This is an optimization exercise on Yosys and OpenROAD, whose aim is small area, a short achievable clock period and few clock cycles, not a production implementation. Where RTL was checked, it was by simulation tests only, not by an equivalence proof against the original. Power and IR drop assume default switching activity.

== run P ==
==> flow/design.v (excerpt) <==
module drawing_rectangle( input  wire        clk,
                      input  wire        rst,
                      input  wire        req,
                      output wire        ack,
                      output wire        busy,
                      input  wire [15:0] r0,  
                      input  wire [15:0] r1,  
                      input  wire [15:0] r2,  
                      input  wire [15:0] r3,  
                      input  wire [15:0] r4,  
                      input  wire [15:0] r5,
                      input  wire [15:0] r6,
                      input  wire [15:0] r7,
                      output wire        de_req,
                      input  wire        de_ack,
                      output wire [17:0] de_addr,
                      output wire  [3:0] de_nbyte,
                      output wire        de_rnw,
                      output wire [31:0] de_w_data,
                      input  wire [31:0] de_r_data );
Size: roughly 43 flip-flops.
==> module drawing_rectangle, before the edit <==
module drawing_rectangle( input  wire        clk,
                      input  wire        rst,
                      input  wire        req,
                      output wire        ack,
                      output wire        busy,
                      input  wire [15:0] r0,  
                      input  wire [15:0] r1,  
                      input  wire [15:0] r2,  
                      input  wire [15:0] r3,  
                      input  wire [15:0] r4,  
                      input  wire [15:0] r5,
                      input  wire [15:0] r6,
                      input  wire [15:0] r7,
                      output wire        de_req,
                      input  wire        de_ack,
                      output wire [17:0] de_addr,
                      output wire  [3:0] de_nbyte,
                      output wire        de_rnw,
                      output wire [31:0] de_w_data,
                      input  wire [31:0] de_r_data );
reg        pre;         
reg        run;         
reg        ack_r;       
reg        rnw;         
reg [16:0] addr;        
reg  [7:0] cnt;         
reg  [8:0] rows;        
reg        lw;          
reg  [3:0] nb;          
wire  [9:0] x = r0[9:0];
wire  [9:0] w = r2[9:0];
wire  [7:0] c_and = r4[15:8];
wire  [7:0] c_xor = r4[7:0];
wire [11:0] ys = {3'b000, rows} + {1'b0, rows, 2'b00} + {9'd0, cnt[2:0]};
wire [16:0] start_addr = {ys, x[6:2]};
wire  [9:0] sw = (10'd644 - {8'd0, x[1:0]}) - w;
wire  [7:0] stride = sw[9:2];
wire  [1:0] xs = x[1:0];
wire  [1:0] xe = x[1:0] + w[1:0] - 2'd1;
wire fill = (c_and == 8'd0);
wire single = (cnt == 8'd160);              
wire last_word = lw;
wire last_row = (rows == 9'd1);
wire step = run & de_ack;
wire done = step & ~rnw & last_word & last_row;
wire start = req & ~pre & ~run & ~ack_r;
wire  [7:0] inc = last_word ? cnt : 8'd1;
wire [16:0] addr_next = addr + {9'd0, inc};
assign ack = ack_r;
assign busy = pre | run;
assign de_req = run;
assign de_rnw = rnw;
assign de_addr = {1'b0, addr};
wire [3:0] ms = 4'b1111 << (3'd4 - {1'b0, xs});    
wire [3:0] me = 4'b1111 >> ({1'b0, xe} + 3'd1);    
assign de_nbyte = nb;
assign de_w_data = (de_r_data & {4{c_and}}) ^ {4{c_xor}};
always @(posedge clk) begin
	if (rst) begin
		pre <= 1'b0;
		run <= 1'b0;
		ack_r <= 1'b0;
	end else begin
		ack_r <= done;
		pre <= start;
		if (pre) run <= 1'b1;
		else if (done) run <= 1'b0;
	end
end
always @(posedge clk) begin
	if (start) begin
		rows <= r1[8:0];
		cnt <= {5'd0, x[9:7]};
	end else if (pre) begin
		addr <= start_addr;
		cnt <= stride;
		rows <= r3[8:0];
		lw <= (stride == 8'd160);
		nb <= ms | ((stride == 8'd160) ? me : 4'b0000);
		rnw <= ~fill;
	end else if (step) begin
		if (rnw) rnw <= 1'b0;
		else begin
			rnw <= ~fill;
			addr <= addr_next;
			if (last_word) begin
				rows <= rows - 9'd1;
				lw <= single;
				nb <= ms | (single ? me : 4'b0000);
			end else begin
				cnt <= (cnt == 8'd159) ? stride : cnt + 8'd1;
				lw <= (cnt == 8'd159);
				nb <= (cnt == 8'd159) ? me : 4'b0000;
			end
		end
	end
end
endmodule
Settings: LEC_CHECK=0, CAP_MARGIN=20, CORE_MARGIN=2, CORE_UTILIZATION=40, SETUP_SLACK_MARGIN=2.6, SLEW_MARGIN=20; clock period 5.5 ns.
standard.sh (not shown) runs the stock make flow with config.mk's settings and CLKGATE_MAP_FILE= SYNTH_SCRIPT=/design/flow/synth_recipe.tcl, a recipe that flattens the netlist after the stock synthesis.
==> flow/flow/run.sh <==
#!/bin/bash
set -e
export BUFFER_PORTS_ARGS="-buffer_cell sky130_fd_sc_hd__buf_1"
bash standard.sh finish > standard.log 2>&1
Edits applied to the flow inputs when going from run P to run E:
-- flow/design.v --
<<< run P, line 32
wire  [7:0] c_and = r4[15:8];
wire  [7:0] c_xor = r4[7:0];
wire [11:0] ys = {3'b000, rows} + {1'b0, rows, 2'b00} + {9'd0, cnt[2:0]};
wire [16:0] start_addr = {ys, x[6:2]};
wire  [9:0] sw = (10'd644 - {8'd0, x[1:0]}) - w;
>>> run E, line 32
wire  [7:0] c_and = r4[15:8];
wire  [7:0] c_xor = r4[7:0];
wire [11:0] ys = {3'b000, rows} + {1'b0, rows, 2'b00} + {9'd0, nb[2:0]};
wire [16:0] start_addr = {ys, x[6:2]};
wire  [9:0] sw = (10'd644 - {8'd0, x[1:0]}) - w;
<<< run P, line 71
	if (start) begin
		rows <= r1[8:0];
		cnt <= {5'd0, x[9:7]};
	end else if (pre) begin
		addr <= start_addr;
		cnt <= stride;
		rows <= r3[8:0];
		lw <= (stride == 8'd160);
		nb <= ms | ((stride == 8'd160) ? me : 4'b0000);
		rnw <= ~fill;
	end else if (step) begin
>>> run E, line 71
	if (start) begin
		rows <= r1[8:0];
		nb <= {1'b0, x[9:7]};
		cnt <= stride;
	end else if (pre) begin
		addr <= start_addr;
		rows <= r3[8:0];
		lw <= single;
		nb <= ms | (single ? me : 4'b0000);
		rnw <= ~fill;
	end else if (step) begin
### Flow results
Global-route usage over all layers (run E over run P): increase, 0.37 points
NOTE: global routing met3 resource utilization in run E exceeds that of run P
Run E against run P: post-synth net total level; wire length moved up; share of final layout cell area taken by clock buffers and inverters level; final worst slack moved up; gate count after technology mapping level.
Run E: synthesized area is 110 um2 higher than what run P reported.
Looking at run E and run P, the multi-input combinational area share is a wash.
Reported sequential group power: run E vs run P up about 4%
Testbench counts of run E, summed over its fixed seeds: cycles 1,857,174.
For run P, only the layout was checked, not whether the RTL still works.

* * *

Another version of the RTL of drawing_rectangle (not shown whole).
Size in the first run: roughly 450 cells after synthesis, ~220 I/O pins, roughly 3900 um^2 of cells after synthesis.
==> module drawing_rectangle, before the edit <==
module drawing_rectangle( input  wire        clk,
                      input  wire        rst,
                      input  wire        req,
                      output wire        ack,
                      output wire        busy,
                      input  wire [15:0] r0,  
                      input  wire [15:0] r1,  
                      input  wire [15:0] r2,  
                      input  wire [15:0] r3,  
                      input  wire [15:0] r4,  
                      input  wire [15:0] r5,
                      input  wire [15:0] r6,
                      input  wire [15:0] r7,
                      output wire        de_req,
                      input  wire        de_ack,
                      output wire [17:0] de_addr,
                      output wire  [3:0] de_nbyte,
                      output wire        de_rnw,
                      output wire [31:0] de_w_data,
                      input  wire [31:0] de_r_data );
reg        run;         
reg        ack_r;       
reg        rnw;         
reg [16:0] addr;        
reg  [7:0] cnt;         
reg  [8:0] rows;        
reg        first;       
wire  [8:0] y = r1[8:0];
wire  [9:0] x = r0[9:0];
wire  [9:0] w = r2[9:0];
wire  [7:0] c_and = r4[15:8];
wire  [7:0] c_xor = r4[7:0];
wire [11:0] y5 = {3'b000, y} + {1'b0, y, 2'b00};
wire [11:0] ys = y5 + {9'd0, x[9:7]};
wire [16:0] start_addr = {ys, x[6:2]};
wire  [9:0] wx = w + {8'd0, x[1:0]} - 10'd1;
wire  [7:0] n1 = wx[9:2];               
wire  [1:0] xs = x[1:0];
wire  [1:0] xe = wx[1:0];
wire fill = (c_and == 8'd0);
wire last_word = (cnt == 8'd0);
wire last_row = (rows == 9'd1);
wire step = run & de_ack;
wire done = step & ~rnw & last_word & last_row;
wire start = req & ~run & ~ack_r;
assign ack = ack_r;
assign busy = run;
assign de_req = run;
assign de_rnw = rnw;
assign de_addr = {1'b0, addr};
wire [3:0] ms = 4'b1111 << (3'd4 - {1'b0, xs});    
wire [3:0] me = 4'b1111 >> ({1'b0, xe} + 3'd1);    
assign de_nbyte = (first ? ms : 4'b0000) | (last_word ? me : 4'b0000);
assign de_w_data = (de_r_data & {4{c_and}}) ^ {4{c_xor}};
always @(posedge clk) begin
	if (rst) begin
		run <= 1'b0;
		ack_r <= 1'b0;
	end else begin
		ack_r <= done;
		if (start) run <= 1'b1;
		else if (done) run <= 1'b0;
	end
end
always @(posedge clk) begin
	if (start) begin
		addr <= start_addr;
		cnt <= n1;
		rows <= r3[8:0];
		first <= 1'b1;
		rnw <= ~fill;
	end else if (step) begin
		if (rnw) rnw <= 1'b0;
		else begin
			rnw <= ~fill;
			if (last_word) begin
				rows <= rows - 9'd1;
				cnt <= n1;
				first <= 1'b1;
				addr <= addr + {9'd0, 8'd160 - n1};
			end else begin
				cnt <= cnt - 8'd1;
				first <= 1'b0;
				addr <= addr + 17'd1;
			end
		end
	end
end
endmodule
clock: 5.5 ns
lec_check: 0
cap_margin: 20
core_margin: 2
core_utilization: 40
setup_slack_margin: 2.5
slew_margin: 20
run.sh (not shown) runs the stock make flow with config.mk's settings and CLKGATE_MAP_FILE= SYNTH_SCRIPT=/design/flow/synth_recipe.tcl, a recipe that flattens the netlist after the stock synthesis.
Stock flow here: none of the scripts above is used.
Edit:
--- a/flow/design.v
+++ b/flow/design.v
@@ -20,39 +20,43 @@
                       input  wire [31:0] de_r_data );
 reg        run;         
 reg        ack_r;       
 reg        rnw;         
 reg [16:0] addr;        
+reg  [7:0] stride;      
 reg  [7:0] cnt;         
 reg  [8:0] rows;        
-reg        first;       
+reg        lw;          
+reg  [3:0] nb;          
 wire  [8:0] y = r1[8:0];
 wire  [9:0] x = r0[9:0];
 wire  [9:0] w = r2[9:0];
 wire  [7:0] c_and = r4[15:8];
 wire  [7:0] c_xor = r4[7:0];
 wire [11:0] y5 = {3'b000, y} + {1'b0, y, 2'b00};
 wire [11:0] ys = y5 + {9'd0, x[9:7]};
 wire [16:0] start_addr = {ys, x[6:2]};
-wire  [9:0] wx = w + {8'd0, x[1:0]} - 10'd1;
-wire  [7:0] n1 = wx[9:2];               
+wire  [9:0] sw = (10'd644 - {8'd0, x[1:0]}) - w;
 wire  [1:0] xs = x[1:0];
-wire  [1:0] xe = wx[1:0];
+wire  [1:0] xe = x[1:0] + w[1:0] - 2'd1;
 wire fill = (c_and == 8'd0);
-wire last_word = (cnt == 8'd0);
+wire last_word = lw;
+wire single = (stride == 8'd160);           
 wire last_row = (rows == 9'd1);
 wire step = run & de_ack;
 wire done = step & ~rnw & last_word & last_row;
 wire start = req & ~run & ~ack_r;
+wire  [7:0] inc = last_word ? stride : 8'd1;
+wire [16:0] addr_next = addr + {9'd0, inc};
 assign ack = ack_r;
 assign busy = run;
 assign de_req = run;
 assign de_rnw = rnw;
 assign de_addr = {1'b0, addr};
 wire [3:0] ms = 4'b1111 << (3'd4 - {1'b0, xs});    
 wire [3:0] me = 4'b1111 >> ({1'b0, xe} + 3'd1);    
-assign de_nbyte = (first ? ms : 4'b0000) | (last_word ? me : 4'b0000);
+assign de_nbyte = nb;
 assign de_w_data = (de_r_data & {4{c_and}}) ^ {4{c_xor}};
 always @(posedge clk) begin
 	if (rst) begin
 		run <= 1'b0;
 		ack_r <= 1'b0;
@@ -63,27 +67,29 @@
 	end
 end
 always @(posedge clk) begin
 	if (start) begin
 		addr <= start_addr;
-		cnt <= n1;
+		stride <= sw[9:2];
+		cnt <= sw[9:2];
 		rows <= r3[8:0];
-		first <= 1'b1;
+		lw <= (sw[9:2] == 8'd160);
+		nb <= ms | ((sw[9:2] == 8'd160) ? me : 4'b0000);
 		rnw <= ~fill;
 	end else if (step) begin
 		if (rnw) rnw <= 1'b0;
 		else begin
 			rnw <= ~fill;
 			if (last_word) begin
-				rows <= rows - 9'd1;
-				cnt <= n1;
-				first <= 1'b1;
-				addr <= addr + {9'd0, 8'd160 - n1};
+				lw <= single;
+				nb <= ms | (single ? me : 4'b0000);
 			end else begin
-				cnt <= cnt - 8'd1;
-				first <= 1'b0;
-				addr <= addr + 17'd1;
+				lw <= (cnt == 8'd159);
+				nb <= (cnt == 8'd159) ? me : 4'b0000;
 			end
+			addr <= addr_next;
+			cnt <= last_word ? stride : cnt + 8'd1;
+			if (last_word) rows <= rows - 9'd1;
 		end
 	end
 end
 endmodule
What happened:
- flip-flop and latch count went up by 12
- via count went up by a few percent
- sequential share of layout area went up by 4.8 points
- area after synthesis went up by roughly a tenth
- core utilization went down by 3.1 points
Function was not checked in any run of this note: the RTL went through the layout flow alone.

port drivers added, routing unchanged:
No port has a modelled driver above. Below, the same layouts with a new extraction and two added sets of constraints. Step 1 assumes that a clkbuf_16 drives the clock port and a buf_2 every other input. Step 2 adds t to the input delays and takes it off the output delays; t is the mean of the earliest and latest rising clock arrival at the registers after step 1. Input paths then give back, and output paths get back, about the clock's delay inside the block. Three values: no drivers, after step 1, after step 2; two values: the first two.
| run | t, ns | slack for setup (ns) | worst register clock-pin slew, ns | worst slew at a driven data input, ns |
|---|---|---|---|---|
| run P | 0.328 | 2.327 / 2.323 / 1.995 | 0.09 / 0.09 | 0.05 |
| run E | 0.328 | 2.678 / 2.643 / 2.397 | 0.09 / 0.09 | 0.06 |
| the first run of note 2 | 0.323 | 1.025 / 0.993 / 0.671 | 0.09 / 0.09 | 0.06 |
| the second run of note 2 | 0.333 | 2.422 / 2.416 / 2.083 | 0.09 / 0.09 | 0.08 |
After both steps setup and hold are still met in every run listed. The setup slack of the first run of note 2, which loses most, moves by -0.032 ns with the drivers and by -0.354 ns with both steps.
